Context: an optimization exercise on an open-source flow, tuned for a short achievable clock period and few clock cycles. The choices shown serve that exercise and are no tape-out recipe.
The RTL was checked by simulation tests, not by an equivalence proof against the original design.
Power figures rest on the tool's default switching activity, not on a simulated workload.

<file path="flow/design.v">
`timescale 1ns / 1ps
module   MUX4T1_32(input [1:0]s,
						 input [31:0]I0,
						 input [31:0]I1,
						 input [31:0]I2,
						 input [31:0]I3,						
						 output reg[31:0]o
						 );
		always@*				 
			case(s)
			2'b00: o <= I0;
			2'b01: o <= I1;
			2'b10: o <= I2;
			2'b11: o <= I3;
			endcase
endmodule
module ALU(
	input  wire [31:0] A,
	input  wire [31:0] B,
	input  wire [10:0] sel,
	output wire [31:0] sum,
	output wire [31:0] diff,
	output wire        slt,
	output wire        sltu,
	output wire [31:0] misc
);
	assign sum  = A + B;
	assign diff = A - B;
	wire signed [31:0] A_signed = A;
	wire signed [31:0] B_signed = B;
	assign slt  = A_signed < B_signed;
	assign sltu = A < B;
	wire big = |A[31:5];
	wire [31:0] shl = big ? 32'h0 : (B << A[4:0]);
	wire [31:0] shr = big ? 32'h0 : (B >> A[4:0]);
	assign misc = ({32{sel[2]}} & (A & B)) |
	              ({32{sel[3]}} & (A | B)) |
	              ({32{sel[4]}} & (A ^ B)) |
	              ({32{sel[5]}} & ~(A | B)) |
	              ({32{sel[8]}} & shl) |
	              ({32{sel[9]}} & shr);
endmodule
module RegFile(
	input  wire        clk, rst, we,
	input  wire [31:0] a_oh, b_oh,
	input  wire [4:0]  w,
	input  wire [31:0] w_data,
	output reg  [31:0] a_data, b_data
);
	reg [31:0] regs [1:31];
	reg [31:1] valid;
	integer i;
	always @(*) begin
		a_data = 32'h0;
		b_data = 32'h0;
		for (i = 1; i < 32; i = i + 1) begin
			a_data = a_data | ({32{a_oh[i] & valid[i]}} & regs[i]);
			b_data = b_data | ({32{b_oh[i] & valid[i]}} & regs[i]);
		end
	end
	always @(posedge clk or posedge rst) begin
		if (rst) valid <= 31'h0;
		else if (we && w != 5'd0) valid[w] <= 1'b1;
	end
	always @(posedge clk) begin
		for (i = 1; i < 32; i = i + 1)
			if (we && w == i) regs[i] <= w_data;
	end
endmodule
module Control(
	input  wire [31:0] ir,
	output wire        uses_rs,     
	output wire        uses_rt,     
	output wire        is_sw,       
	output wire        wreg,        
	output wire [4:0]  dst,
	output wire        is_lw,
	output wire        is_beq,
	output wire        is_bne,
	output wire        is_jr,
	output wire        is_j,        
	output wire        is_jal,
	output wire        shamt_op,    
	output wire        imm_op,      
	output wire [1:0]  imm_kind,    
	output wire [10:0] alu_sel      
);
	wire [5:0] op = ir[31:26];
	wire [5:0] fn = ir[5:0];
	wire r = op == 6'h00;
	wire f_sll  = r & fn == 6'h00;
	wire f_srl  = r & (fn == 6'h02 | fn == 6'h03);
	wire f_sllv = r & fn == 6'h04;
	wire f_srlv = r & (fn == 6'h06 | fn == 6'h07);
	wire f_jr   = r & fn == 6'h08;
	wire f_add  = r & fn == 6'h20;
	wire f_and  = r & (fn == 6'h21 | fn == 6'h24);
	wire f_sub  = r & (fn == 6'h22 | fn == 6'h23);
	wire f_or   = r & fn == 6'h25;
	wire f_xor  = r & fn == 6'h26;
	wire f_nor  = r & fn == 6'h27;
	wire f_slt  = r & fn == 6'h2A;
	wire f_sltu = r & fn == 6'h2B;
	wire r_alu  = f_sll | f_srl | f_sllv | f_srlv | f_add | f_and | f_sub | f_or | f_xor | f_nor | f_slt | f_sltu;
	wire o_j    = op == 6'h02;
	wire o_jal  = op == 6'h03;
	wire o_beq  = op == 6'h04;
	wire o_bne  = op == 6'h05;
	wire o_addi = op == 6'h08 | op == 6'h09;
	wire o_slti = op == 6'h0B;
	wire o_andi = op == 6'h0C;
	wire o_ori  = op == 6'h0D;
	wire o_xori = op == 6'h0E;
	wire o_lui  = op == 6'h0F;
	wire o_lw   = op == 6'h23;
	wire o_sw   = op == 6'h2B;
	wire i_alu  = o_addi | o_slti | o_andi | o_ori | o_xori | o_lui | o_lw;
	wire [4:0] d = o_jal ? 5'd31 : (r ? ir[15:11] : ir[20:16]);
	assign dst = d;
	assign wreg = (r_alu | i_alu | o_jal) & (d != 5'd0);
	assign uses_rs = (r_alu & ~f_sll & ~f_srl) | f_jr | o_beq | o_bne | o_addi | o_slti |
	                 o_andi | o_ori | o_xori | o_lw | o_sw;
	assign uses_rt = r_alu | o_beq | o_bne;
	assign is_sw = o_sw;
	assign is_lw = o_lw;
	assign is_beq = o_beq;
	assign is_bne = o_bne;
	assign is_jr = f_jr;
	assign is_j = o_j | o_jal;
	assign is_jal = o_jal;
	assign shamt_op = f_sll | f_srl;
	assign imm_op = i_alu | o_sw | o_jal;
	assign imm_kind = o_jal ? 2'd3 : o_lui ? 2'd2 : (o_andi | o_ori | o_xori) ? 2'd1 : 2'd0;
	assign alu_sel[0]  = f_add | o_addi | o_lw | o_sw;
	assign alu_sel[1]  = f_sub;
	assign alu_sel[2]  = f_and | o_andi;
	assign alu_sel[3]  = f_or | o_ori | o_lui | o_jal;
	assign alu_sel[4]  = f_xor | o_xori;
	assign alu_sel[5]  = f_nor;
	assign alu_sel[6]  = f_slt | o_slti;
	assign alu_sel[7]  = f_sltu;
	assign alu_sel[8]  = f_sll | f_sllv;
	assign alu_sel[9]  = f_srl | f_srlv;
	assign alu_sel[10] = 1'b0;
endmodule
`timescale 1ns / 1ps
module PCPU(
    input wire clk,
    input wire rst,
    output wire [31:0] inst_addr,
    input wire [31:0] inst_mem,
    output wire [31:0] data_addr,
    input wire [31:0] data_mem,
    output wire data_we,
    output wire [31:0] data_write
);
    localparam IB = 5;               
    localparam NB = 1 << IB;
    localparam TW = 10 - IB;         
    localparam K_REL = 2'd0, K_ABS = 2'd1, K_RET = 2'd2;
    reg [11:0] f_lo;
    reg [19:0] f_hb, f_ha;
    wire [19:0] f_hi = f_hb + f_ha;
    wire [31:0] f_pc = {f_hi, f_lo};
    assign inst_addr = {f_hb, f_lo};
    reg [NB-1:0] b_v;
    reg [TW-1:0] b_tag [0:NB-1];
    reg [9:0]    b_lo  [0:NB-1];
    reg [7:0]    b_hi  [0:NB-1];
    reg [1:0]    b_kind[0:NB-1];
    reg [1:0]    b_ctr [0:NB-1];
    reg [NB-1:0] b_pt;               
    reg [31:0]   ras;
    reg  [NB-1:0] f_oh;
    wire [TW-1:0] f_tag = f_lo[11:IB+2];
    reg          s_v;
    reg [TW-1:0] s_tag;
    reg [9:0]    s_lo;
    reg [7:0]    s_hi;
    reg [1:0]    s_kind, s_ctr;
    integer k;
    always @(*) begin
        s_v = 1'b0; s_tag = 0; s_lo = 10'h0; s_hi = 8'h0; s_kind = 2'd0; s_ctr = 2'd0;
        for (k = 0; k < NB; k = k + 1) begin
            s_v    = s_v    | (f_oh[k] & b_v[k]);
            s_tag  = s_tag  | ({TW{f_oh[k]}} & b_tag[k]);
            s_lo   = s_lo   | ({10{f_oh[k]}} & b_lo[k]);
            s_hi   = s_hi   | ({8{f_oh[k]}} & b_hi[k]);
            s_kind = s_kind | ({2{f_oh[k]}} & b_kind[k]);
            s_ctr  = s_ctr  | ({2{f_oh[k]}} & b_ctr[k]);
        end
    end
    reg [NB-1:0] f_mt;
    always @(*) for (k = 0; k < NB; k = k + 1) f_mt[k] = b_tag[k] == f_tag;
    wire f_hit = |(f_oh & f_mt & b_v);
    wire [1:0] f_ctr = s_ctr;
    wire f_pt = |(f_oh & f_mt & b_pt);
    wire [1:0] f_kind = s_kind;
    function [NB-1:0] onehot(input [11:0] a);
        onehot = {{(NB-1){1'b0}}, 1'b1} << a[IB+1:2];
    endfunction
    wire [12:0] f_lo4 = {1'b0, f_lo} + 13'd4;
    wire [19:0] f_hi4 = f_hb + f_ha + {19'd0, f_lo4[12]};
    reg [11:0] p_lo;
    reg [19:0] p_hb, p_ha;
    always @(*) begin
        if (f_pt && f_kind == K_RET) begin
            p_lo = ras[11:0]; p_hb = ras[31:12]; p_ha = 20'd0;
        end else if (f_pt && f_kind == K_ABS) begin
            p_lo = {s_lo, 2'b00}; p_hb = {f_hi[19:16], 8'h00, s_hi}; p_ha = 20'd0;
        end else if (f_pt) begin
            p_lo = {s_lo, f_lo[1:0]}; p_hb = f_hi; p_ha = {12'h0, s_hi};
        end else begin
            p_lo = f_lo4[11:0]; p_hb = f_hi; p_ha = {19'd0, f_lo4[12]};
        end
    end
    wire [NB-1:0] p_oh = !f_pt ? {f_oh[NB-2:0], f_oh[NB-1]} :
                         (f_kind == K_RET) ? onehot(ras[11:0]) : onehot({s_lo, 2'b00});
    reg        d_v, d_pt, d_hit;
    reg [1:0]  d_ctr;
    reg [31:0] d_ir, d_pc, d_pc4;
    wire [4:0] rs = d_ir[25:21];
    wire [4:0] rt = d_ir[20:16];
    wire [15:0] imm = d_ir[15:0];
    wire c_uses_rs, c_uses_rt, c_sw, c_wreg, c_lw, c_beq, c_bne, c_jr, c_j, c_jal, c_shamt, c_immop;
    wire [4:0] c_dst;
    wire [1:0] c_immk;
    wire [10:0] c_sel;
    Control cu(
        .ir(d_ir), .uses_rs(c_uses_rs), .uses_rt(c_uses_rt), .is_sw(c_sw), .wreg(c_wreg),
        .dst(c_dst), .is_lw(c_lw), .is_beq(c_beq), .is_bne(c_bne), .is_jr(c_jr), .is_j(c_j),
        .is_jal(c_jal), .shamt_op(c_shamt), .imm_op(c_immop), .imm_kind(c_immk), .alu_sel(c_sel)
    );
    reg        e_v, e_wreg, e_lw, e_sw, e_beq, e_bne, e_jr, e_j, e_jal;
    reg        e_hit, e_ret;
    reg [4:0]  e_dst, e_rt;
    reg [1:0]  e_ctr;
    reg [10:0] e_sel;
    reg [31:0] e_a, e_b, e_sd, e_pc, e_pc4, e_tgtt, e_tgtn, e_pn;
    reg        e_okt, e_okn;
    reg        m_wreg, m_lw, m_sw;
    reg [4:0]  m_dst;
    reg [31:0] m_sd;
    reg [31:0] r_add, r_sub, r_misc;
    reg        r_slt, r_sltu;
    reg [3:0]  r_t;                  
    wire [31:0] m_res = r_t[0] ? r_sub : r_t[1] ? {31'h0, r_slt} :
                        r_t[2] ? {31'h0, r_sltu} : r_t[3] ? r_misc : r_add;
    reg [5:0]  e_fa, e_fb, e_fsd;    
    reg [4:0]  e_ty;                 
    reg        w_wreg;
    reg [4:0]  w_dst;
    reg [31:0] w_val;
    wire ex_mp;
    wire [31:0] ex_tgt;
    reg mp_r;
    reg [31:0] tgt_r;
    wire [31:0] rf_a, rf_b;
    reg [31:0] q_rs_oh, q_rt_oh;
    reg q_fe_rs, q_fe_rt, q_fm_rs, q_fm_rt, q_fw_rs, q_fw_rt;
    RegFile regs(
        .clk(clk), .rst(rst), .we(w_wreg), .w(w_dst), .w_data(w_val),
        .a_oh(q_rs_oh), .b_oh(q_rt_oh), .a_data(rf_a), .b_data(rf_b)
    );
    wire [31:0] m_val = m_lw ? data_mem : m_res;
    wire fe_rs = e_wreg && q_fe_rs;
    wire fe_rt = e_wreg && q_fe_rt;
    wire fm_rs = m_wreg && q_fm_rs;
    wire fm_rt = m_wreg && q_fm_rt;
    wire fw_rs = w_wreg && q_fw_rs;
    wire fw_rt = w_wreg && q_fw_rt;
    wire [31:0] rs_early = fm_rs ? m_val : (fw_rs ? w_val : rf_a);
    wire [31:0] rt_early = fm_rt ? m_val : (fw_rt ? w_val : rf_b);
    wire stall = d_v && e_lw && ((c_uses_rs && q_fe_rs) || (c_uses_rt && q_fe_rt));
    reg [31:0] immv;
    always @(*) begin
        case (c_immk)
            2'd0: immv = {{16{imm[15]}}, imm};
            2'd1: immv = {16'h0, imm};
            2'd2: immv = {imm, 16'h0};
            default: immv = 32'h0;
        endcase
    end
    wire a_is_rs = !c_shamt && !c_jal && c_immk != 2'd2;
    wire [31:0] opa_early = c_shamt ? {27'h0, d_ir[10:6]} :
                            c_jal ? d_pc4 :
                            (c_immk == 2'd2 && c_immop) ? 32'h0 : rs_early;
    wire [31:0] opb_early = c_immop ? immv : rt_early;
    wire pa = fe_rs && a_is_rs;
    wire pb = fe_rt && !c_immop;
    wire psd = fe_rt;
    wire [5:0] e_src = {e_lw, e_ty & {5{!e_lw}}};
    wire [31:0] opa = pa ? 32'h0 : opa_early;
    wire [31:0] opb = pb ? 32'h0 : opb_early;
    wire [31:0] sdv = psd ? 32'h0 : rt_early;
    wire [31:0] id_jtgt = {d_pc4[31:28], d_ir[25:0], 2'b00};
    wire [31:0] id_btgt = d_pc4 + {14'h0, imm, 2'b00};
    wire id_rd = d_v && c_j && !d_pt;
    wire [31:0] id_pn = id_rd ? id_jtgt : f_pc;
    wire [31:0] id_tgtt = c_j ? id_jtgt : id_btgt;
    wire [31:0] id_tgtn = c_j ? id_jtgt : d_pc4;
    wire id_okj = id_rd || f_pc == id_jtgt;
    wire id_okt = c_j ? id_okj : f_pc == id_btgt;
    wire id_okn = c_j ? id_okj : f_pc == d_pc4;
    function [31:0] fwd(input [31:0] early, input [5:0] f);
        fwd = early | ({32{f[0]}} & r_add) | ({32{f[1]}} & r_sub) |
              {31'h0, f[2] & r_slt} | {31'h0, f[3] & r_sltu} | ({32{f[4]}} & r_misc);
    endfunction
    wire [31:0] xb_a  = fwd(e_a, e_fa);
    wire [31:0] xb_sd = fwd(e_sd, e_fsd);
    wire [31:0] x_a   = xb_a;
    wire [31:0] x_b   = fwd(e_b, e_fb);
    wire [31:0] x_sd  = xb_sd | ({32{e_fsd[5]}} & data_mem);
    wire [31:0] ex_sum, ex_diff, ex_misc;
    wire ex_slt, ex_sltu;
    ALU alu(.A(x_a), .B(x_b), .sel(e_sel), .sum(ex_sum), .diff(ex_diff), .slt(ex_slt),
            .sltu(ex_sltu), .misc(ex_misc));
    wire eq = xb_a == xb_sd;
    wire taken = (e_beq && eq) || (e_bne && !eq);
    wire m_a   = e_pn == xb_a;
    wire mp_eq = e_beq ? !e_okt : !e_okn;
    wire mp_ne = e_bne ? !e_okt : !e_okn;
    assign ex_mp = e_v && !mp_r && (e_jr ? !m_a : (eq ? mp_eq : mp_ne));
    assign ex_tgt = e_jr ? xb_a : taken ? e_tgtt : e_tgtn;
    reg          u_full, u_cnt;
    reg [IB-1:0] u_idx;
    reg [TW-1:0] u_tag;
    reg [31:0]   u_tgt;
    reg [19:0]   u_pchi;
    reg [1:0]    u_kind, u_ctr;
    wire [19:0]  u_dhi = u_tgt[31:12] - u_pchi;
    wire [7:0]   u_hi = (u_kind == K_REL) ? u_dhi[7:0] : u_tgt[19:12];
    integer i;
    always @(posedge clk or posedge rst) begin
        if (rst) begin
            f_lo <= 12'h0; f_hb <= 20'h0; f_ha <= 20'h0; f_oh <= {{(NB-1){1'b0}}, 1'b1};
            d_v <= 1'b0; d_pt <= 1'b0; d_hit <= 1'b0; d_ctr <= 2'd0;
            e_v <= 1'b0; e_wreg <= 1'b0; e_lw <= 1'b0; e_sw <= 1'b0; e_beq <= 1'b0; e_bne <= 1'b0;
            e_jr <= 1'b0; e_j <= 1'b0; e_jal <= 1'b0;
            m_wreg <= 1'b0; m_lw <= 1'b0; m_sw <= 1'b0; m_dst <= 5'd0;
            w_wreg <= 1'b0; w_dst <= 5'd0;
            u_full <= 1'b0; u_cnt <= 1'b0; mp_r <= 1'b0;
            ras <= 32'h0;
            for (i = 0; i < NB; i = i + 1) b_v[i] <= 1'b0;
            b_pt <= {NB{1'b0}};
        end else begin
            if (mp_r) begin
                f_lo <= tgt_r[11:0]; f_hb <= tgt_r[31:12]; f_ha <= 20'h0; f_oh <= onehot(tgt_r[11:0]);
            end else if (id_rd) begin
                f_lo <= id_jtgt[11:0]; f_hb <= id_jtgt[31:12]; f_ha <= 20'h0; f_oh <= onehot(id_jtgt[11:0]);
            end else if (!stall) begin
                f_lo <= p_lo; f_hb <= p_hb; f_ha <= p_ha; f_oh <= p_oh;
            end
            if (mp_r || id_rd) begin
                d_v <= 1'b0; d_pt <= 1'b0; d_hit <= 1'b0;
            end else if (!stall) begin
                d_v <= 1'b1; d_pt <= f_pt; d_hit <= f_hit; d_ctr <= f_ctr;
            end
            if (mp_r || stall || !d_v) begin
                e_v <= 1'b0; e_wreg <= 1'b0; e_lw <= 1'b0; e_sw <= 1'b0; e_beq <= 1'b0; e_bne <= 1'b0;
                e_jr <= 1'b0; e_j <= 1'b0; e_jal <= 1'b0;
            end else begin
                e_v <= 1'b1; e_wreg <= c_wreg; e_lw <= c_lw && c_wreg; e_sw <= c_sw;
                e_beq <= c_beq; e_bne <= c_bne; e_jr <= c_jr; e_j <= c_j; e_jal <= c_jal;
            end
            m_wreg <= e_wreg && !mp_r; m_lw <= e_lw && !mp_r; m_sw <= e_sw && !mp_r; m_dst <= e_dst;
            mp_r <= ex_mp;
            w_wreg <= m_wreg; w_dst <= m_dst;
            u_full <= e_v && !mp_r && (taken || e_jr || e_j);
            u_cnt <= e_v && !mp_r && (e_beq || e_bne) && !taken && e_hit;
            if (u_full || u_cnt) begin
                b_v[u_idx] <= 1'b1;
                b_ctr[u_idx] <= u_ctr;
                b_pt[u_idx] <= u_ctr[1];
            end
            if (e_v && e_jal && !mp_r) ras <= e_pc4;
        end
    end
    always @(posedge clk) begin
        if (stall) begin
            q_fe_rs <= 1'b0; q_fe_rt <= 1'b0;
            q_fm_rs <= q_fe_rs; q_fm_rt <= q_fe_rt;
            q_fw_rs <= q_fm_rs; q_fw_rt <= q_fm_rt;
        end else begin
            q_rs_oh <= 32'h1 << inst_mem[25:21];
            q_rt_oh <= 32'h1 << inst_mem[20:16];
            q_fe_rs <= inst_mem[25:21] == c_dst;
            q_fe_rt <= inst_mem[20:16] == c_dst;
            q_fm_rs <= inst_mem[25:21] == e_dst;
            q_fm_rt <= inst_mem[20:16] == e_dst;
            q_fw_rs <= inst_mem[25:21] == m_dst;
            q_fw_rt <= inst_mem[20:16] == m_dst;
            d_ir <= inst_mem; d_pc <= f_pc; d_pc4 <= {f_hi4, f_lo4[11:0]};
        end
        begin
            e_a <= opa; e_b <= opb; e_sd <= sdv; e_sel <= c_sel; e_rt <= rt;
            e_pc <= d_pc; e_pc4 <= d_pc4; e_tgtt <= id_tgtt; e_tgtn <= id_tgtn;
            e_okt <= id_okt; e_okn <= id_okn;
            e_pn <= id_pn; e_hit <= d_hit; e_ctr <= d_ctr; e_dst <= c_dst; e_ret <= rs == 5'd31; 
            e_fa <= e_src & {6{pa}}; e_fb <= e_src & {6{pb}}; e_fsd <= e_src & {6{psd}};
            e_ty <= {c_sel[2] | c_sel[3] | c_sel[4] | c_sel[5] | c_sel[8] | c_sel[9], c_sel[7], c_sel[6], c_sel[1], c_sel[0]};
        end
        r_add <= ex_sum; r_sub <= ex_diff; r_slt <= ex_slt; r_sltu <= ex_sltu; r_misc <= ex_misc;
        r_t <= e_ty[4:1];
        m_sd <= x_sd;
        w_val <= m_val;
        u_idx <= e_pc[IB+1:2];
        u_tag <= e_pc[11:IB+2];
        u_tgt <= ex_tgt;
        tgt_r <= ex_tgt;
        u_pchi <= e_pc[31:12];
        u_kind <= e_jr ? (e_ret ? K_RET : K_ABS) : e_j ? K_ABS : K_REL;
        u_ctr <= (e_beq || e_bne) ? (taken ? (e_hit ? (e_ctr == 2'd3 ? 2'd3 : e_ctr + 2'd1) : 2'd3)
                                           : (e_ctr == 2'd0 ? 2'd0 : e_ctr - 2'd1))
                                  : 2'd3;
        if (u_full) begin
            b_tag[u_idx] <= u_tag; b_lo[u_idx] <= u_tgt[11:2]; b_hi[u_idx] <= u_hi; b_kind[u_idx] <= u_kind;
        end
    end
    assign data_we = m_sw;
    assign data_addr = r_add;
    assign data_write = m_sd;
endmodule
</file>
<file path="flow/run.sh">
#!/bin/bash
# synth_recipe.tcl (not shown) runs the flow's synth.tcl, then flattens the netlist and writes it again
# the make line also repeats each setting of config.mk as NAME=value (left out here)
make -C /OpenROAD-flow-scripts/flow DESIGN_CONFIG=/design/flow/config.mk WORK_HOME=/design/flow/orfs CLKGATE_MAP_FILE= SYNTH_SCRIPT=/design/flow/synth_recipe.tcl finish
</file>
<file path="flow/constraint.sdc">
create_clock -name core_clock -period 8.0 [get_ports {clk}]
set_input_delay 1.6000 -clock core_clock [delete_from_list [all_inputs] [get_ports {clk}]]
set_output_delay 1.6000 -clock core_clock [all_outputs]
set_load 0.01 [all_outputs]
</file>
<file path="flow/config.mk">
export PLATFORM = sky130hd
export DESIGN_NAME = PCPU
export DESIGN_NICKNAME = PCPU
export VERILOG_FILES = /design/flow/design.v
export SDC_FILE = /design/flow/constraint.sdc
export NUM_CORES = 4
export LEC_CHECK = 0
export ABC_CLOCK_PERIOD_IN_PS = 2500
export CAP_MARGIN = 20
export CORE_MARGIN = 2
export CORE_UTILIZATION = 35
export PLACE_DENSITY = 0.55
export SETUP_SLACK_MARGIN = 5
export SLEW_MARGIN = 20
</file>
==> metrics.md, run 1 <==
| Metric | Value |
|---|---|
| Met2 Use GR | `48.3%` |
| Flops & latches, synth | `roughly 2700` |
| Routed wire per std cell | `40.1 um` |
| Hold Crit Class | `reg2reg` |
| Core box area | `0.337 mm2` |
| Setup Viol. Count Final | `0` |
| Placer congestion estimate | `between 0.9 and 1` |
| Detailed Route WL | `just under 600000 um` |
| FF-to-FF setup slack | `roughly 4.2 ns` |
| Slew Viols, Final | `0` |
| Initial antenna violation count | `40` |
| Overall Global Routing Usage | `32.7%` |
| Grt met1 use | `approximately 41%` |
| Arrival time at the worst endpoint | `~4.6 ns` |
| Kind of critical path | `reg2reg` |
| Min cycle time layout | `~3.8 ns` |
| Dpl cells | `13500` |
| Die ar. | `~0.34 mm2` |
| Cts bufs inserted | `roughly 300` |
| Final ANT Viol Nets | `0` |
| Slowest cell on crit path | `ha_1` |
| Clk sinks | `~2700` |
| # port buffers | `162` |
| Non-Filler Instances | `about 15000` |
| Via count | `just under 100k` |
| Remaining Overflow, GRT | `0` |
| Status | `timing/DRC/antenna clean` |
| Rel. slew slack | `approximately a fifth` |
| Vias in the first global route | `roughly 90000` |
| Critical Path Max Stage Delay | `between 0.6 and 0.7 ns` |
| Row cnt | `approximately 210` |
| Floorplan die width | `between 500 and 600 um` |
| DPL Wire Length | `324000 um` |
| H-tree levels | `5` |
| First-pass GRT wire length | `780000 um` |
| Boundary pin count | `between 150 and 200` |
| DRC Markers | `0` |
| Max clock buf depth | `4` |
| Clock-pin slew on the worst setup and hold paths | `around 0.060 ns` |
| Required time worst endpoint | `8.79 ns` |
| Commonest non-fill, non-tap cell in the layout | `edfxtp_1` |
| Post-synthesis async set-or-reset flop share | `approximately 8.4%` |
| Most used cell along the critical path | `inv_1` |
| EDFF count, synth | `2000` |
| Share of layout cells above drive strength 1 | `26.4%` |
| CTS root buffer | `clkbuf_16` |
| Vias per inst | `~6.7` |
| Syn_area_per_cell | `12.8 um2` |
| Worst path cell trace | `bufbuf_16, buf_4, a211oi_4, inv_1, ha_1, inv_1, a21oi_2, o21bai_1, o31ai_4` |
| Post-synthesis cell count | `just over 9000` |
| Worst VDD drop | `between 300 and 400 uV` |
| Max Cap Viol | `0` |
| Endpoints failing hold | `0` |
| Crit. End Element | `flip-flop` |
| Final core occ | `45.0%` |
| TritonCTS clock tree | `built` |
| Setup TNS | `0 ns` |
| Design Power | `just under 50 mW` |
| Met3 Track Usage GR | `a little under an eighth` |
| Unique masters post-synth | `just under 100` |
| Area Growth Syn to Fin | `27.7%` |
| Crit path max-delay family | `compound AO/OA/AOI/OAI gates` |
| P_leak | `around 55 nW` |
| Starting density of the core | `35.2%` |
| Hold buffers post-CTS | `0` |
| Synthesized area | `roughly 0.12 mm2` |
| Starting DRT DRC Count | `around 18000` |
| Most frequent cells in the layout | `2000 x edfxtp_1, 573 x buf_4, 549 x a22o_1` |
| GR peak layer | `met2` |
| RSZ-0062 raised after global routing | `true` |
| Peak Freq | `between 200 and 300 MHz` |
| Post-Syn Nets | `between 9000 and 10000` |
| Synth Warn # | `4` |
| Post-synthesis sequential area ratio | `between 60% and 70%` |
| Crit path buf inv count | `4` |
| Clk Latency, worst-skew pair | `between 0.9 and 1 ns` |
| Crit share post-route | `a little under 50%` |
| CP Max Fanout | `8` |
| Initial DRT Pass Iterations | `8` |
| Worst Clk Skew | `0.113 ns` |
| Pwr per Cell Area | `roughly 320 mW/mm2` |
| CP startpoint kind | `flip-flop` |
| Least-Margin Pin Slew | `1.20 ns` |
| Top_reg_cell synth | `edfxtp_1` |
| Pin count of the biggest net entering global routing | `~130` |
| Nets | `10300` |
| Die height | `around 590 um` |
[stage by stage]
stage | area [um2] | hold slack, ns | setup WS, ns
2_1_floorplan | 120000 | 0.310 | 3.39
3_3_place_gp | 127000 | 0.311 | 3.02
3_5_place_dp | 127000 | 0.312 | 3.03
4_1_cts | 147000 | 0.319 | 4.22
5_1_grt | 152000 | 0.326 | 4.10
6_report | 152000 | 0.323 | 4.15
[kinds of logic (layout without fill, tap and decap cells)]
kind of cell,after synthesis,count (layout),synth area share [%]
flops,2729,2729,63.8
compound gates,2621,2622,16.8
fa+ha+maj,153,153,1.64
other cells,0,37,0
buf+inv,897,1865,2.91
xor+xnor,477,477,3.54
simple gates,2126,2140,8.57
mux,306,306,2.66
[power by group]
group / total [mW] / internal [mW] / leakage [nW] / switching [mW]
registers: 19.1 / 17.5 / 25.6 / 1.60
clock network: 14.1 / 8.10 / 4.80 / 6.03
logic: 15.3 / 5.70 / 24.5 / 9.60
[registers in the layout, summed over array words and instances, names as in the netlist, 64 cells and up]
register   cells
b_lo         320
b_kind        64
regs.regs    992
b_hi         256
b_tag        160
b_ctr         64
[layout make-up]
class	count	area [um2]
diodes	37	92.6
clock buffers	425	8490
clock inverters	127	1330
fillers	29700	185000
inverters	180	758
multi-input cells	5698	46500
flip-flops and latches	2729	76100
well taps	4515	5650
repair buffers	1117	12500
repair inverters	16	302
[synthesized netlist by cell type (235+ instances only)]
library cell	number	area, um2
o21ai_0	235	1180
xor2_1	266	2330
a22oi_1	447	3360
edfxtp_1	2000	60100
a21oi_1	296	1480
nor2_1	607	2280
clkbuf_1	604	2270
a221oi_1	544	4760
nand2_1	586	2200
dfxtp_1	499	9990
a22o_1	550	4820
nand4_1	294	1840
[per-layer routing]
metal  vias to the layer above  wire length, um
met5                         -              576
met4                        37            48000
met3                      2518            86600
met2                      9237           250000
met1                     49600           210000
li1                      37900                -
[final timing paths]
path,startpoint,end,depth (start not counted)
setup / recovery,e_fb[1],r_slt,9
hold / removal,e_pc[13],u_pchi[1],0
setup reg to reg,e_fb[1],r_slt,9
hold reg to reg,e_pc[13],u_pchi[1],0
max in group asynchronous,rst,regs.valid[18],3
min in group asynchronous,rst,f_oh[26],2
[timing repair]
item / in CTS / in global routing
pin swaps: 303 / 322
buffers inserted: 427 / 200
endpoints found under the hold margin: 0 / 0
cloned: 70 / 18
endpoints found under the setup margin: 716 / 613
resized for setup: 1758 / 610
Testbench counts, summed over its fixed seeds: cycles 56,428.
==> run 2, diff against run 1 <==
--- a/flow/design.v
+++ b/flow/design.v
@@ -156,3 +156,3 @@
 );
-    localparam IB = 5;               
+    localparam IB = 4;               
     localparam NB = 1 << IB;
@@ -202,3 +202,11 @@
     wire [12:0] f_lo4 = {1'b0, f_lo} + 13'd4;
-    wire [19:0] f_hi4 = f_hb + f_ha + {19'd0, f_lo4[12]};
+    wire [20:0] f_hi1 = {f_hb, 1'b1} + {f_ha, 1'b1};    
+    wire [19:0] f_hi4 = f_lo4[12] ? f_hi1[20:1] : f_hi;
+    wire [5:0]  i_op = inst_mem[31:26];
+    wire        i_j  = i_op == 6'h02 || i_op == 6'h03;
+    wire        i_jr = i_op == 6'h00 && inst_mem[5:0] == 6'h08;
+    wire        i_bb = (i_op == 6'h04 || i_op == 6'h05) && inst_mem[15] && !f_hit;
+    wire [12:0] i_blo = f_lo4 + {1'b0, inst_mem[9:0], 2'b00};
+    wire [6:0]  i_bha = {1'b0, inst_mem[15:10]} + {6'h0, i_blo[12]};
+    wire        i_pt = i_j || i_jr || i_bb;
     reg [11:0] p_lo;
@@ -212,2 +220,8 @@
             p_lo = {s_lo, f_lo[1:0]}; p_hb = f_hi; p_ha = {12'h0, s_hi};
+        end else if (i_j) begin
+            p_lo = {inst_mem[9:0], 2'b00}; p_hb = {f_hi4[19:16], inst_mem[25:10]}; p_ha = 20'd0;
+        end else if (i_jr) begin
+            p_lo = ras[11:0]; p_hb = ras[31:12]; p_ha = 20'd0;
+        end else if (i_bb) begin
+            p_lo = i_blo[11:0]; p_hb = f_hi; p_ha = {13'h0, i_bha};
         end else begin
@@ -216,4 +230,6 @@
     end
-    wire [NB-1:0] p_oh = !f_pt ? {f_oh[NB-2:0], f_oh[NB-1]} :
-                         (f_kind == K_RET) ? onehot(ras[11:0]) : onehot({s_lo, 2'b00});
+    wire [NB-1:0] p_oh = f_pt ? ((f_kind == K_RET) ? onehot(ras[11:0]) : onehot({s_lo, 2'b00})) :
+                         i_j ? onehot({inst_mem[9:0], 2'b00}) :
+                         i_jr ? onehot(ras[11:0]) :
+                         i_bb ? onehot(i_blo[11:0]) : {f_oh[NB-2:0], f_oh[NB-1]};
     reg        d_v, d_pt, d_hit;
@@ -240,2 +256,5 @@
     reg        e_okt, e_okn;
+    reg        e_elw;
+    reg [31:0] e_addr;               
+    reg [31:0] m_addr;               
     reg        m_wreg, m_lw, m_sw;
@@ -245,5 +264,6 @@
     reg        r_slt, r_sltu;
-    reg [3:0]  r_t;                  
-    wire [31:0] m_res = r_t[0] ? r_sub : r_t[1] ? {31'h0, r_slt} :
-                        r_t[2] ? {31'h0, r_sltu} : r_t[3] ? r_misc : r_add;
+    reg [4:0]  r_t;                  
+    wire [31:0] m_res = ({32{r_t[0]}} & r_add) | ({32{r_t[1]}} & r_sub) |
+                        {31'h0, r_t[2] & r_slt} | {31'h0, r_t[3] & r_sltu} |
+                        ({32{r_t[4]}} & r_misc);
     reg [5:0]  e_fa, e_fb, e_fsd;    
@@ -254,7 +274,4 @@
     wire ex_mp;
-    wire [31:0] ex_tgt;
     reg mp_r;
-    reg [31:0] tgt_r;
     wire [31:0] rf_a, rf_b;
-    reg [31:0] q_rs_oh, q_rt_oh;
     reg q_fe_rs, q_fe_rt, q_fm_rs, q_fm_rt, q_fw_rs, q_fw_rt;
@@ -262,4 +279,7 @@
         .clk(clk), .rst(rst), .we(w_wreg), .w(w_dst), .w_data(w_val),
-        .a_oh(q_rs_oh), .b_oh(q_rt_oh), .a_data(rf_a), .b_data(rf_b)
+        .a_oh(32'h1 << inst_mem[25:21]), .b_oh(32'h1 << inst_mem[20:16]), .a_data(rf_a), .b_data(rf_b)
     );
+    wire [31:0] i_ra = (w_wreg && w_dst == inst_mem[25:21]) ? w_val : rf_a;
+    wire [31:0] i_rb = (w_wreg && w_dst == inst_mem[20:16]) ? w_val : rf_b;
+    reg  [31:0] d_ra, d_rb;
     wire [31:0] m_val = m_lw ? data_mem : m_res;
@@ -271,4 +291,4 @@
     wire fw_rt = w_wreg && q_fw_rt;
-    wire [31:0] rs_early = fm_rs ? m_val : (fw_rs ? w_val : rf_a);
-    wire [31:0] rt_early = fm_rt ? m_val : (fw_rt ? w_val : rf_b);
+    wire [31:0] rs_early = fm_rs ? m_val : (fw_rs ? w_val : d_ra);
+    wire [31:0] rt_early = fm_rt ? m_val : (fw_rt ? w_val : d_rb);
     wire stall = d_v && e_lw && ((c_uses_rs && q_fe_rs) || (c_uses_rt && q_fe_rt));
@@ -291,3 +311,6 @@
     wire psd = fe_rt;
-    wire [5:0] e_src = {e_lw, e_ty & {5{!e_lw}}};
+    wire [5:0] e_src = {e_lw, e_ty};
+    wire id_elw = c_lw && c_wreg && !fe_rs && !e_lw && !e_sw && !(fm_rs && m_lw);
+    wire [31:0] id_base = fm_rs ? m_res : (fw_rs ? w_val : d_ra);
+    wire [31:0] id_addr = id_base + {{16{imm[15]}}, imm};
     wire [31:0] opa = pa ? 32'h0 : opa_early;
@@ -297,7 +320,6 @@
     wire [31:0] id_btgt = d_pc4 + {14'h0, imm, 2'b00};
-    wire id_rd = d_v && c_j && !d_pt;
-    wire [31:0] id_pn = id_rd ? id_jtgt : f_pc;
+    wire [31:0] id_pn = f_pc;
     wire [31:0] id_tgtt = c_j ? id_jtgt : id_btgt;
     wire [31:0] id_tgtn = c_j ? id_jtgt : d_pc4;
-    wire id_okj = id_rd || f_pc == id_jtgt;
+    wire id_okj = f_pc == id_jtgt;
     wire id_okt = c_j ? id_okj : f_pc == id_btgt;
@@ -323,9 +345,15 @@
     assign ex_mp = e_v && !mp_r && (e_jr ? !m_a : (eq ? mp_eq : mp_ne));
-    assign ex_tgt = e_jr ? xb_a : taken ? e_tgtt : e_tgtn;
-    reg          u_full, u_cnt;
     reg [IB-1:0] u_idx;
     reg [TW-1:0] u_tag;
-    reg [31:0]   u_tgt;
+    reg          g_v, g_taken, g_jr, g_j, g_br, g_hit;
+    reg [1:0]    g_ctr;
+    reg [31:0]   g_a, g_tt, g_tn;
+    wire [31:0]  u_tgt = g_jr ? g_a : g_taken ? g_tt : g_tn;
+    wire         u_full = g_v && (g_taken || g_jr || g_j);
+    wire         u_cnt = g_v && g_br && !g_taken && g_hit;
+    wire [1:0]   u_ctr = g_br ? (g_taken ? (g_hit ? (g_ctr == 2'd3 ? 2'd3 : g_ctr + 2'd1) : 2'd3)
+                                         : (g_ctr == 2'd0 ? 2'd0 : g_ctr - 2'd1))
+                              : 2'd3;
     reg [19:0]   u_pchi;
-    reg [1:0]    u_kind, u_ctr;
+    reg [1:0]    u_kind;
     wire [19:0]  u_dhi = u_tgt[31:12] - u_pchi;
@@ -337,3 +365,3 @@
             d_v <= 1'b0; d_pt <= 1'b0; d_hit <= 1'b0; d_ctr <= 2'd0;
-            e_v <= 1'b0; e_wreg <= 1'b0; e_lw <= 1'b0; e_sw <= 1'b0; e_beq <= 1'b0; e_bne <= 1'b0;
+            e_v <= 1'b0; e_wreg <= 1'b0; e_lw <= 1'b0; e_elw <= 1'b0; e_sw <= 1'b0; e_beq <= 1'b0; e_bne <= 1'b0;
             e_jr <= 1'b0; e_j <= 1'b0; e_jal <= 1'b0;
@@ -341,3 +369,3 @@
             w_wreg <= 1'b0; w_dst <= 5'd0;
-            u_full <= 1'b0; u_cnt <= 1'b0; mp_r <= 1'b0;
+            g_v <= 1'b0; mp_r <= 1'b0;
             ras <= 32'h0;
@@ -347,5 +375,3 @@
             if (mp_r) begin
-                f_lo <= tgt_r[11:0]; f_hb <= tgt_r[31:12]; f_ha <= 20'h0; f_oh <= onehot(tgt_r[11:0]);
-            end else if (id_rd) begin
-                f_lo <= id_jtgt[11:0]; f_hb <= id_jtgt[31:12]; f_ha <= 20'h0; f_oh <= onehot(id_jtgt[11:0]);
+                f_lo <= u_tgt[11:0]; f_hb <= u_tgt[31:12]; f_ha <= 20'h0; f_oh <= onehot(u_tgt[11:0]);
             end else if (!stall) begin
@@ -353,12 +379,12 @@
             end
-            if (mp_r || id_rd) begin
+            if (mp_r) begin
                 d_v <= 1'b0; d_pt <= 1'b0; d_hit <= 1'b0;
             end else if (!stall) begin
-                d_v <= 1'b1; d_pt <= f_pt; d_hit <= f_hit; d_ctr <= f_ctr;
+                d_v <= 1'b1; d_pt <= f_pt || i_pt; d_hit <= f_hit; d_ctr <= f_ctr;
             end
             if (mp_r || stall || !d_v) begin
-                e_v <= 1'b0; e_wreg <= 1'b0; e_lw <= 1'b0; e_sw <= 1'b0; e_beq <= 1'b0; e_bne <= 1'b0;
+                e_v <= 1'b0; e_wreg <= 1'b0; e_lw <= 1'b0; e_elw <= 1'b0; e_sw <= 1'b0; e_beq <= 1'b0; e_bne <= 1'b0;
                 e_jr <= 1'b0; e_j <= 1'b0; e_jal <= 1'b0;
             end else begin
-                e_v <= 1'b1; e_wreg <= c_wreg; e_lw <= c_lw && c_wreg; e_sw <= c_sw;
+                e_v <= 1'b1; e_wreg <= c_wreg; e_lw <= c_lw && c_wreg && !id_elw; e_elw <= id_elw; e_sw <= c_sw;
                 e_beq <= c_beq; e_bne <= c_bne; e_jr <= c_jr; e_j <= c_j; e_jal <= c_jal;
@@ -368,4 +394,3 @@
             w_wreg <= m_wreg; w_dst <= m_dst;
-            u_full <= e_v && !mp_r && (taken || e_jr || e_j);
-            u_cnt <= e_v && !mp_r && (e_beq || e_bne) && !taken && e_hit;
+            g_v <= e_v && !mp_r;
             if (u_full || u_cnt) begin
@@ -383,5 +408,7 @@
             q_fw_rs <= q_fm_rs; q_fw_rt <= q_fm_rt;
+            if (fw_rs) d_ra <= w_val;
+            if (fw_rt) d_rb <= w_val;
         end else begin
-            q_rs_oh <= 32'h1 << inst_mem[25:21];
-            q_rt_oh <= 32'h1 << inst_mem[20:16];
+            d_ra <= i_ra;
+            d_rb <= i_rb;
             q_fe_rs <= inst_mem[25:21] == c_dst;
@@ -400,6 +427,10 @@
             e_fa <= e_src & {6{pa}}; e_fb <= e_src & {6{pb}}; e_fsd <= e_src & {6{psd}};
-            e_ty <= {c_sel[2] | c_sel[3] | c_sel[4] | c_sel[5] | c_sel[8] | c_sel[9], c_sel[7], c_sel[6], c_sel[1], c_sel[0]};
+            e_ty <= {id_elw | c_sel[2] | c_sel[3] | c_sel[4] | c_sel[5] | c_sel[8] | c_sel[9], c_sel[7], c_sel[6], c_sel[1],
+                     c_sel[0] && !c_lw};
+            e_addr <= id_addr & {32{id_elw && d_v && !stall && !mp_r}};
         end
-        r_add <= ex_sum; r_sub <= ex_diff; r_slt <= ex_slt; r_sltu <= ex_sltu; r_misc <= ex_misc;
-        r_t <= e_ty[4:1];
+        r_add <= ex_sum; r_sub <= ex_diff; r_slt <= ex_slt; r_sltu <= ex_sltu;
+        r_misc <= e_elw ? data_mem : ex_misc;
+        r_t <= e_ty;
+        m_addr <= (x_a + e_b) & {32{e_lw || e_sw}};
         m_sd <= x_sd;
@@ -408,9 +439,6 @@
         u_tag <= e_pc[11:IB+2];
-        u_tgt <= ex_tgt;
-        tgt_r <= ex_tgt;
+        g_taken <= taken; g_jr <= e_jr; g_j <= e_j; g_br <= e_beq || e_bne; g_hit <= e_hit; g_ctr <= e_ctr;
+        g_a <= xb_a; g_tt <= e_tgtt; g_tn <= e_tgtn;
         u_pchi <= e_pc[31:12];
         u_kind <= e_jr ? (e_ret ? K_RET : K_ABS) : e_j ? K_ABS : K_REL;
-        u_ctr <= (e_beq || e_bne) ? (taken ? (e_hit ? (e_ctr == 2'd3 ? 2'd3 : e_ctr + 2'd1) : 2'd3)
-                                           : (e_ctr == 2'd0 ? 2'd0 : e_ctr - 2'd1))
-                                  : 2'd3;
         if (u_full) begin
@@ -420,3 +448,3 @@
     assign data_we = m_sw;
-    assign data_addr = r_add;
+    assign data_addr = e_addr | m_addr;
     assign data_write = m_sd;
--- a/flow/config.mk
+++ b/flow/config.mk
@@ -14 +14,2 @@
 export SLEW_MARGIN = 20
+export SYNTH_HIERARCHICAL = 1
==> run 2 against run 1 <==
Net effect:
- power is 17% lower
- non-clock buffer count fell by 102
- register-to-register slack improved by 0.06 ns
- global-route usage down 0.80 points
- sequential share of layout area decreased by 4.1 points
- clock-buffer cell count down 59
- clock power decreased by 11%
- die area shrank 6.5%
- first-iteration DRC count shrank 6.4%
- via count down 3.7%
- cell count fell by 2.9%
- flip-flop and latch count decreased by 330
- critical path type is now in2reg
- critical endpoint is now d_ra[26]
- largest cell class unchanged
==> metrics.md, run 2 <==
| Metric | Value |
|---|---|
| Worst hold path stage count | `0 (unchanged)` |
| Required time worst endpoint | `8.83 ns (+0.04 ns)` |
| Arrival time at the worst endpoint | `4.63 ns (about the same)` |
| Worst reg2reg startpoint | `r_t[0]` |
| Starting density of the core | `35.2% (-0.036 points)` |
| Register area | `0.0643 mm2 (-15%)` |
| Worst R2R Path Depth | `13 (+4)` |
| DRC Markers | `0 (unchanged)` |
| Detailed Route WL | `540000 um (-9.2%)` |
| Fin worst setup slack | `4.20 ns (+0.0454 ns)` |
| Hold Crit Class | `reg2reg` |
| First-pass GRT wire length | `728000 um (-6.6%)` |
| Pin count of the biggest net entering global routing | `85 (-36%)` |
| Routed wire per std cell | `37.5 um (-6.4%)` |
| Crit. End Element | `flip-flop` |
| CTS root buffer | `clkbuf_16` |
| Cts bufs inserted | `267 (-12%)` |
| Boundary pin count | `163 (unchanged)` |
| Worst Clk Skew | `0.0930 ns (-0.0200 ns)` |
| Pre-CTS worst setup slack | `2.63 ns (-0.394 ns)` |
| Die height | `567 um (-3.3%)` |
| DPL Wire Length | `314000 um (-3.0%)` |
| Pwr per Cell Area | `288 mW/mm2 (-10%)` |
| Final hold slack | `0.303 ns (-0.0196 ns)` |
| Setup TNS | `0 ns (unchanged)` |
| Critical Path Max Stage Delay | `0.60 ns (-0.08 ns)` |
| Worst path cell trace | `clkdlybuf4s15_2, nand3b_1, nor2_1, and2_4, buf_4, a22oi_1, nand4_1, or4_1, o22ai_2, nor2_2` |
| Initial antenna violation count | `37 (-7.5%)` |
| Area Growth Syn to Fin | `25.9%` |
| Rel. slew slack | `18.1% (-1.5 points)` |
| Remaining Overflow, GRT | `0 (unchanged)` |
| Fillers | `28500 (-4.1%)` |
| Least-Margin Pin Slew | `1.23 ns (+0.0292 ns)` |
| GR peak layer | `met2` |
| Design Power | `40.3 mW (-17%)` |
| H-tree levels | `5 (unchanged)` |
| FF-to-FF setup slack | `4.21 ns (+0.06 ns)` |
| Most frequent cells in the layout | `1522 x edfxtp_1, 658 x a22oi_1, 643 x dfxtp_1` |
| TritonCTS clock tree | `built` |
| Crit share post-route | `47.5% (-0.57 points)` |
| Synth Warn # | `10 (+6)` |
| Max clock buf depth | `4 (unchanged)` |
| Max reg flops | `992 (unchanged)` |
| Initial DRT Pass Iterations | `13 (+5)` |
| Placer congestion estimate | `0.970 (-1.7%)` |
| Hold buffers post-CTS | `0 (unchanged)` |
| Max Cap Viol | `0 (unchanged)` |
| Reg2Reg Capture Point | `e_addr[30]` |
| Vias per inst | `6.64 (-0.80%)` |
| Floorplan die width | `567 um (-3.3%)` |
| Row cnt | `206 (-3.3%)` |
| Clk sinks | `2399 (-12%)` |
| Worst VDD drop | `354 uV (-6.5%)` |
| Post-synthesis cell count | `9420 (+1.2%)` |
| Nets | `10300 (+0.57%)` |
| Clock-pin slew on the worst setup and hold paths | `0.06 ns (about the same)` |
| Vias in the first global route | `89800 (-2.6%)` |
| Setup Viol. Count Final | `0 (unchanged)` |
| Kind of critical path | `in2reg` |
| Met2 Use GR | `47.0% (-1.3 points)` |
| Slew Viols, Final | `0 (unchanged)` |
| CP Max Fanout | `18 (+10)` |
| Die ar. | `0.321 mm2 (-6.5%)` |
| Crit path buf inv count | `2 (-2)` |
| Synthesized area | `0.111 mm2 (-6.6%)` |
| Overall Global Routing Usage | `31.9% (-0.80 points)` |
| Endpoints failing hold | `0 (unchanged)` |
| Status | `timing/DRC/antenna clean` |
| Crit path max-delay family | `simple AND/OR/NAND/NOR gates` |
| Share of layout cells above drive strength 1 | `27.8% (+1.4 points)` |
| Register with the highest flop count | `regs.regs` |
| Peak Freq | `263 MHz (+1.2%)` |
| Core box area | `0.315 mm2 (-6.5%)` |
| Starting DRT DRC Count | `17300 (-6.4%)` |
| Met3 Track Usage GR | `10.8% (-0.92 points)` |
| Biggest regs | `regs.regs x992, b_lo x160, b_hi x128` |
| Clk Latency, worst-skew pair | `0.94 ns (-0.04 ns)` |
| P_leak | `52.0 nW (-5.3%)` |
| Min cycle time layout | `3.80 ns (-0.0454 ns)` |
| Post-Syn Nets | `9718 (+2.0%)` |
| Via count | `95600 (-3.7%)` |
| Area of the multi-input gates | `0.0498 mm2 (+7.2%)` |
| # port buffers | `162 (unchanged)` |
| Hold Crit Endpoint | `u_tag[1]` |
| Grt met1 use | `41.1% (+0.40 points)` |
| Hold path startpoint | `e_pc[7]` |
| Commonest non-fill, non-tap cell in the layout | `edfxtp_1` |
| CP startpoint kind | `input port` |
| Final ANT Viol Nets | `0 (unchanged)` |
| RSZ-0062 raised after global routing | `true` |
| Slowest cell on crit path | `and2_4` |
| Syn_area_per_cell | `11.8 um2 (-7.7%)` |
[run 2: worst max-delay path by stage]
stage	from	endpoint	slack, ns	cells after the start
floorplan	inst_mem[0]	f_ha[4]	3.98	18
global placement	inst_mem[0]	f_ha[4]	2.63	19
detailed placement	inst_mem[19]	d_rb[13]	2.63	11
CTS	d_ir[29]	f_hb[9]	4.28	12
global route	d_ir[28]	f_oh[5]	4.13	15
finish	inst_mem[24]	d_ra[26]	4.20	10
[run 2: layout make-up]
type	count	share of cell area, %
inverters	254	0.741
multi-input cells	6082	35.7
flip-flops and latches	2399	46.1
clock buffers	366	5.30
diodes	14	0.0251
repair buffers	1015	7.49
well taps	4160	3.73
repair inverters	4	0.0457
clock inverters	115	0.934
[run 2: metal layers]
layer | vias up | wire length [um]
met2 | 8092 | 226000
met3 | 2232 | 73800
met4 | 26 | 38800
li1 | 37600 | -
met5 | - | 293
met1 | 47600 | 201000
[run 2: repair_timing]
action,4_1_cts,5_1_grt
cloned,37,4
pin swaps,336,363
setup endpoints to repair,815,584
resized for setup,1469,602
buffers inserted,405,178
[run 2: stage by stage]
stage	cell area, um2	utilization, %	cells
finish	140000	44.3	14400
detailed placement	119000	37.6	13300
floorplan	114000	-	9420
global placement	119000	37.6	13300
CTS	135000	43.0	14200
global route	140000	44.3	14400
[run 2: power breakdown]
group | internal (mW) | switching (mW) | total [mW]
sequential | 14.8 | 1.18 | 16.0
combinational | 4.54 | 7.14 | 11.7
clock | 7.19 | 5.37 | 12.6
total | 26.6 | 13.7 | 40.3
Testbench counts of run 2, summed over its fixed seeds: cycles 53,102.

==> afterwards: timing with drivers on the ports <==
How much do the figures lean on ideal ports? The routed layouts below were timed once more, with nothing changed but the port constraints. Step 1: set_driving_cell puts a clkbuf_16 on clk and a buf_2 on each other input, an assumption about the parent block. Step 2 adds t to the input delays and takes it off the output delays; t is the mean of the earliest and latest rising clock arrival at the registers after step 1. Input paths then give back, and output paths get back, about the clock's delay inside the block. Slacks: ideal / step 1 / step 2; pairs: ideal / step 1.
run | t (ns) | setup WS [ns] | hold WS [ns] | clock arrival spread, ns | cell pins on the clock port's net
run 1 | 1.047 | 4.152 / 4.152 / 4.080 | 0.323 / 0.323 / 0.323 | 0.114 / 0.114 | 1
run 2 | 1.001 | 4.198 / 4.162 / 3.161 | 0.303 / 0.303 / 0.303 | 0.103 / 0.104 | 1
After both steps every run listed still meets setup and hold. The setup slack of run 2, which loses most, moves by -0.036 ns with the drivers and by -1.037 ns with both steps. The worst setup slack also covers recovery checks on asynchronous resets.
